Background: an optimization exercise with open tools, aiming at small area and a short achievable clock period. Do not read the settings as production practice.
Function was checked by simulation only, so behaviour that the tests miss may differ from the original.
The clock input has no modelled driver; a real chip could not lean on it and would need a root buffer or a full tree.
Power and IR drop assume default switching activity.

==> flow/design.v (excerpt) <==
module hb_task_queue_top (
    input  logic        clk,
    input  logic        reset,             
    input  logic        push_req,
    input  logic [31:0] data_in,
    input  logic        pop_req,
    output logic        full,
    output logic        valid_out,
    output logic [31:0] data_out,
    input  logic        consumer_ready,
    output logic        dist_out_valid,
    output logic [31:0] dist_out_data,
    output logic [1:0]  grant_out,
    output logic [1:0]  served_bank
);
    logic q_empty;
    hb_task_queue_core #(.DEPTH(16), .WIDTH(32)) dut_queue (
        .clk(clk),
        .reset(reset),
        .push_req(push_req),
        .data_in(data_in),
        .full(full),
        .valid_out(valid_out),
        .data_out(data_out),
        .pop_req(pop_req),
        .empty(q_empty)
    );
    hb_task_distributor distributor (
        .clk(clk),
        .reset(reset),
        .in_valid(!q_empty),
        .in_data(data_out),
        .out_valid(dist_out_valid),
        .out_data(dist_out_data),
        .consumer_ready(consumer_ready)
    );
    hb_arbiter_banked arbiter (
        .clk(clk),
        .reset(reset),
        .in_valid(!q_empty),
        .in_data(data_out),
        .grant_out(grant_out),
        .served_bank(served_bank)
    );
endmodule
For scale: ~570 flip-flops, roughly 110 I/O pins.
Settings: LEC_CHECK=0, CAP_MARGIN=20, CORE_MARGIN=2, CORE_UTILIZATION=50, SETUP_SLACK_MARGIN=1.9, SLEW_MARGIN=20; clock period 3.6 ns.
standard.sh (not shown) runs the stock make flow with config.mk's settings and CLKGATE_MAP_FILE= SYNTH_SCRIPT=/design/flow/synth_recipe.tcl, a recipe that flattens the netlist after the stock synthesis.
==> flow/flow/run.sh <==
#!/bin/bash
# Own layout flow: the standard ORFS flow, with two changes:
#  - the clock tree is built by flow/pre_cts.tcl (a two-level tree) in
#    place of TritonCTS;
#  - every port gets a buf_2 as its port buffer.
# Each ORFS step writes its full log under orfs/logs/; make's own output goes
# to flow_make.log in the work folder.
set -euo pipefail
W=$(pwd)
bash standard.sh \
  PRE_CTS_TCL="$W/flow/pre_cts.tcl" \
  BUFFER_PORTS_ARGS="-buffer_cell sky130_fd_sc_hd__buf_2" \
  finish > "$W/flow_make.log" 2>&1
==> flow/flow/mtree.tcl <==
# Manual two-level clock tree: NROOT root buffers fed by the clock port, each
# driving a group of leaf buffers; each leaf buffer drives a cluster of sinks.
proc manual_cts {nroot nleaf rootcell leafcell} {
  set block [ord::get_db_block]
  set db [ord::get_db]
  set clknet [$block findNet clk]
  set sinks {}
  foreach it [$clknet getITerms] {
    lassign [$it getAvgXY] ok x y
    lappend sinks [list $it $x $y]
  }
  set n [llength $sinks]
  puts "manual_cts: $n sinks"
  # balanced recursive bisection into nleaf clusters
  proc bisect {pts k} {
    if {$k <= 1} { return [list $pts] }
    set xs [lmap p $pts {lindex $p 1}]; set ys [lmap p $pts {lindex $p 2}]
    set dx [expr {[tcl::mathfunc::max {*}$xs] - [tcl::mathfunc::min {*}$xs]}]
    set dy [expr {[tcl::mathfunc::max {*}$ys] - [tcl::mathfunc::min {*}$ys]}]
    set idx [expr {$dx >= $dy ? 1 : 2}]
    set s [lsort -real -index $idx $pts]
    set k1 [expr {$k / 2}]; set k2 [expr {$k - $k1}]
    set cut [expr {round([llength $s] * double($k1) / $k)}]
    return [concat [bisect [lrange $s 0 [expr {$cut-1}]] $k1] [bisect [lrange $s $cut end] $k2]]
  }
  set clusters [bisect $sinks $nleaf]
  set lmaster [$db findMaster $leafcell]
  set rmaster [$db findMaster $rootcell]
  set leaves {}
  set i 0
  foreach c $clusters {
    set sx 0; set sy 0
    foreach p $c { set sx [expr {$sx + [lindex $p 1]}]; set sy [expr {$sy + [lindex $p 2]}] }
    set cx [expr {round($sx / [llength $c])}]; set cy [expr {round($sy / [llength $c])}]
    set inst [odb::dbInst_create $block $lmaster "clkbuf_leaf_m$i"]
    set net [odb::dbNet_create $block "clknet_leaf_m$i"]
    $net setSigType CLOCK
    foreach p $c { set it [lindex $p 0]; $it disconnect; $it connect $net }
    [$inst findITerm X] connect $net
    $inst setLocation $cx $cy
    $inst setPlacementStatus PLACED
    lappend leaves [list $inst $cx $cy]
    incr i
  }
  set groups [bisect $leaves $nroot]
  set i 0
  foreach g $groups {
    set sx 0; set sy 0
    foreach p $g { set sx [expr {$sx + [lindex $p 1]}]; set sy [expr {$sy + [lindex $p 2]}] }
    set cx [expr {round($sx / [llength $g])}]; set cy [expr {round($sy / [llength $g])}]
    set inst [odb::dbInst_create $block $rmaster "clkbuf_root_m$i"]
    set net [odb::dbNet_create $block "clknet_root_m$i"]
    $net setSigType CLOCK
    foreach p $g { [[lindex $p 0] findITerm A] connect $net }
    [$inst findITerm X] connect $net
    [$inst findITerm A] connect $clknet
    $inst setLocation $cx $cy
    $inst setPlacementStatus PLACED
    incr i
  }
  $clknet setSigType CLOCK
  puts "manual_cts: [llength $clusters] leaves, [llength $groups] roots"
}
==> flow/flow/pre_cts.tcl <==
# Sourced by ORFS's cts.tcl before clock tree synthesis (PRE_CTS_TCL).
# Replaces TritonCTS with a two-level tree built by manual_cts: four root
# buffers on the clock port, each driving a group of leaf buffers, each leaf
# buffer driving a compact cluster of about 24 flip-flops. It has one buffer
# level less than TritonCTS builds for this design, so the clock arrives at
# every register earlier, with the same small skew.
source [file join [file dirname [info script]] mtree.tcl]

rename clock_tree_synthesis tritoncts_clock_tree_synthesis
proc clock_tree_synthesis {args} {
  set n [llength [[[ord::get_db_block] findNet clk] getITerms]]
  set nleaf [expr {max(4, ($n + 23) / 24)}]
  manual_cts 4 $nleaf sky130_fd_sc_hd__clkbuf_16 sky130_fd_sc_hd__clkbuf_16
  set_propagated_clock [all_clocks]
}
The starting point finished clean.
Change:
CORE_UTILIZATION = 40   (was 50)
SETUP_SLACK_MARGIN = 2.0   (was 1.9)
TNS_END_PERCENT = 10   (was not set)
Effect:
- The changed run completed with no timing, DRC or antenna violations
- core utilization goes down by 9.1 points
- design area increases by 4.0%
- sequential share of layout area went down by 2.7 points
- combinational power climbs by 3.2%
- routed wire length rose by 4.6%
- first-iteration DRC count is higher by 21%
- critical path depth increases by 1
- total power is higher by 0.62%
- synthesized cell count is unchanged
- worst hold slack gets better by 0.0057 ns
Change:
CORE_UTILIZATION = 70   (was 40)
PLACE_DENSITY = 0.82   (was not set)
SETUP_SLACK_MARGIN = 1.9   (was 2.0)
TNS_END_PERCENT = not set   (was 10)
Result: Worst setup slack degrades by 0.055 ns; clock power goes down by about 2%; sequential share of layout area goes up by 2.9 points; fmax drops by 3.1%; design area is lower by 4.1%; first-iteration DRC count rises by 29%; global-route usage is higher by 12 points; die area decreases by 42%; combinational power came out lower by about 2%; sequential cell count is unchanged; worst hold slack is about the same.
Change:
CORE_UTILIZATION = 60   (was 70)
PLACE_DENSITY = 0.72   (was 0.82)
What happened: Worst hold slack barely changes; flip-flop and latch count does not change; worst setup slack improved by 0.089 ns; first-iteration DRC count fell by 28%; via count fell by 3.7%.
Change:
CORE_UTILIZATION = 40   (was 60)
PLACE_DENSITY = not set   (was 0.72)
SETUP_SLACK_MARGIN = 2.0   (was 1.9)
Effect: The new run passed the timing, design-rule and antenna checks; synthesized cell count stays the same; combinational power is higher by 20%; cell area goes up by 6.9%; routed wire length goes up by 12%; power goes up by 1.7%; worst setup slack gets worse by 0.043 ns; cell count increases by 15%.
Change:
--- a/flow/flow/run.sh
+++ b/flow/flow/run.sh
@@ -2,3 +2,3 @@
 # Own layout flow: the standard ORFS flow, with two changes:
-#  - the clock tree is built by flow/pre_cts.tcl (a two-level tree) in
+#  - the clock tree is built by flow/pre_cts.tcl (two inverter levels) in
 #    place of TritonCTS;
--- a/flow/flow/mtree.tcl
+++ b/flow/flow/mtree.tcl
@@ -1,3 +1,5 @@
-# Manual two-level clock tree: NROOT root buffers fed by the clock port, each
-# driving a group of leaf buffers; each leaf buffer drives a cluster of sinks.
+# Manual two-level clock tree: NROOT root cells fed by the clock port, each
+# driving a group of leaf cells; each leaf cell drives a cluster of sinks.
+# The cells may be buffers or inverters (two inverter levels keep the
+# clock's polarity).
 proc manual_cts {nroot nleaf rootcell leafcell} {
@@ -38,3 +40,3 @@
     foreach p $c { set it [lindex $p 0]; $it disconnect; $it connect $net }
-    [$inst findITerm X] connect $net
+    [outpin $inst] connect $net
     $inst setLocation $cx $cy
@@ -54,3 +56,3 @@
     foreach p $g { [[lindex $p 0] findITerm A] connect $net }
-    [$inst findITerm X] connect $net
+    [outpin $inst] connect $net
     [$inst findITerm A] connect $clknet
@@ -63 +65,4 @@
 }
+proc outpin {inst} {
+  foreach it [$inst getITerms] { if {[$it isOutputSignal]} { return $it } }
+}
==> flow/flow/pre_cts.tcl (replaced) <==
# Sourced by ORFS's cts.tcl before clock tree synthesis (PRE_CTS_TCL).
# Replaces TritonCTS with a two-level tree built by manual_cts: four root
# inverters on the clock port, each driving a group of leaf inverters, each
# leaf inverter driving a compact cluster of about 24 flip-flops. Two
# single-stage inverter levels instead of TritonCTS's three buffer levels:
# the clock arrives at every register earlier, with the same small skew.
source [file join [file dirname [info script]] mtree.tcl]

rename clock_tree_synthesis tritoncts_clock_tree_synthesis
proc clock_tree_synthesis {args} {
  set n [llength [[[ord::get_db_block] findNet clk] getITerms]]
  set nleaf [expr {max(4, ($n + 23) / 24)}]
  manual_cts 4 $nleaf sky130_fd_sc_hd__inv_16 sky130_fd_sc_hd__inv_16
  set_propagated_clock [all_clocks]
}
CORE_UTILIZATION = 60   (was 40)
PLACE_DENSITY = 0.72   (was not set)
SETUP_SLACK_MARGIN = 1.9   (was 2.0)
=> Via count went down by about 0.4%; synthesized cell count does not change; cell area shrinks by about 6%; sequential power stays flat; synthesized area stays the same; clock skew shrinks by 0.0071 ns; sequential share of layout area rises by 3.8 points; power fell by 4.1%; wire length decreases by about 9%; core utilization rises by 20 points.
No run of this note takes its clock network from TritonCTS; it comes from the design's own scripts or RTL.

[re-timing with driven ports]
No port has a modelled driver above. Below, the same layouts with a new extraction and two added sets of constraints. Step 1 sets driving cells, clkbuf_16 on the clock port and buf_2 on the other inputs (assumed; they add their load-dependent delay and slew). Step 2 times the ports against the registers' clock, not the clock port: input delays grow and output delays shrink by t, the midpoint of the rising clock arrivals with the driver on. Slacks: ideal ports / drivers / drivers and shift; pairs: ideal ports / drivers.
run | t, ns | setup WS [ns] | hold slack, ns | slew at the worst register clock pin (ns)
the first run | 0.466 | 1.925 / 1.807 / 1.559 | 0.447 / 0.447 / 0.447 | 0.09 / 0.09
the second run | 0.459 | 1.889 / 1.809 / 1.535 | 0.453 / 0.453 / 0.453 | 0.10 / 0.10
the third run | 0.454 | 1.833 / 1.753 / 1.442 | 0.453 / 0.453 / 0.453 | 0.09 / 0.09
the fourth run | 0.461 | 1.923 / 1.812 / 1.526 | 0.452 / 0.452 / 0.452 | 0.09 / 0.09
the fifth run | 0.472 | 1.880 / 1.757 / 1.601 | 0.439 / 0.440 / 0.440 | 0.10 / 0.10
the sixth run | 0.405 | 1.873 / 1.829 / 1.658 | 0.450 / 0.450 / 0.450 | 0.08 / 0.08
After both steps setup and hold are still met in every run listed. The setup slack of the fourth run, which loses most, moves by -0.111 ns with the drivers and by -0.397 ns with both steps.
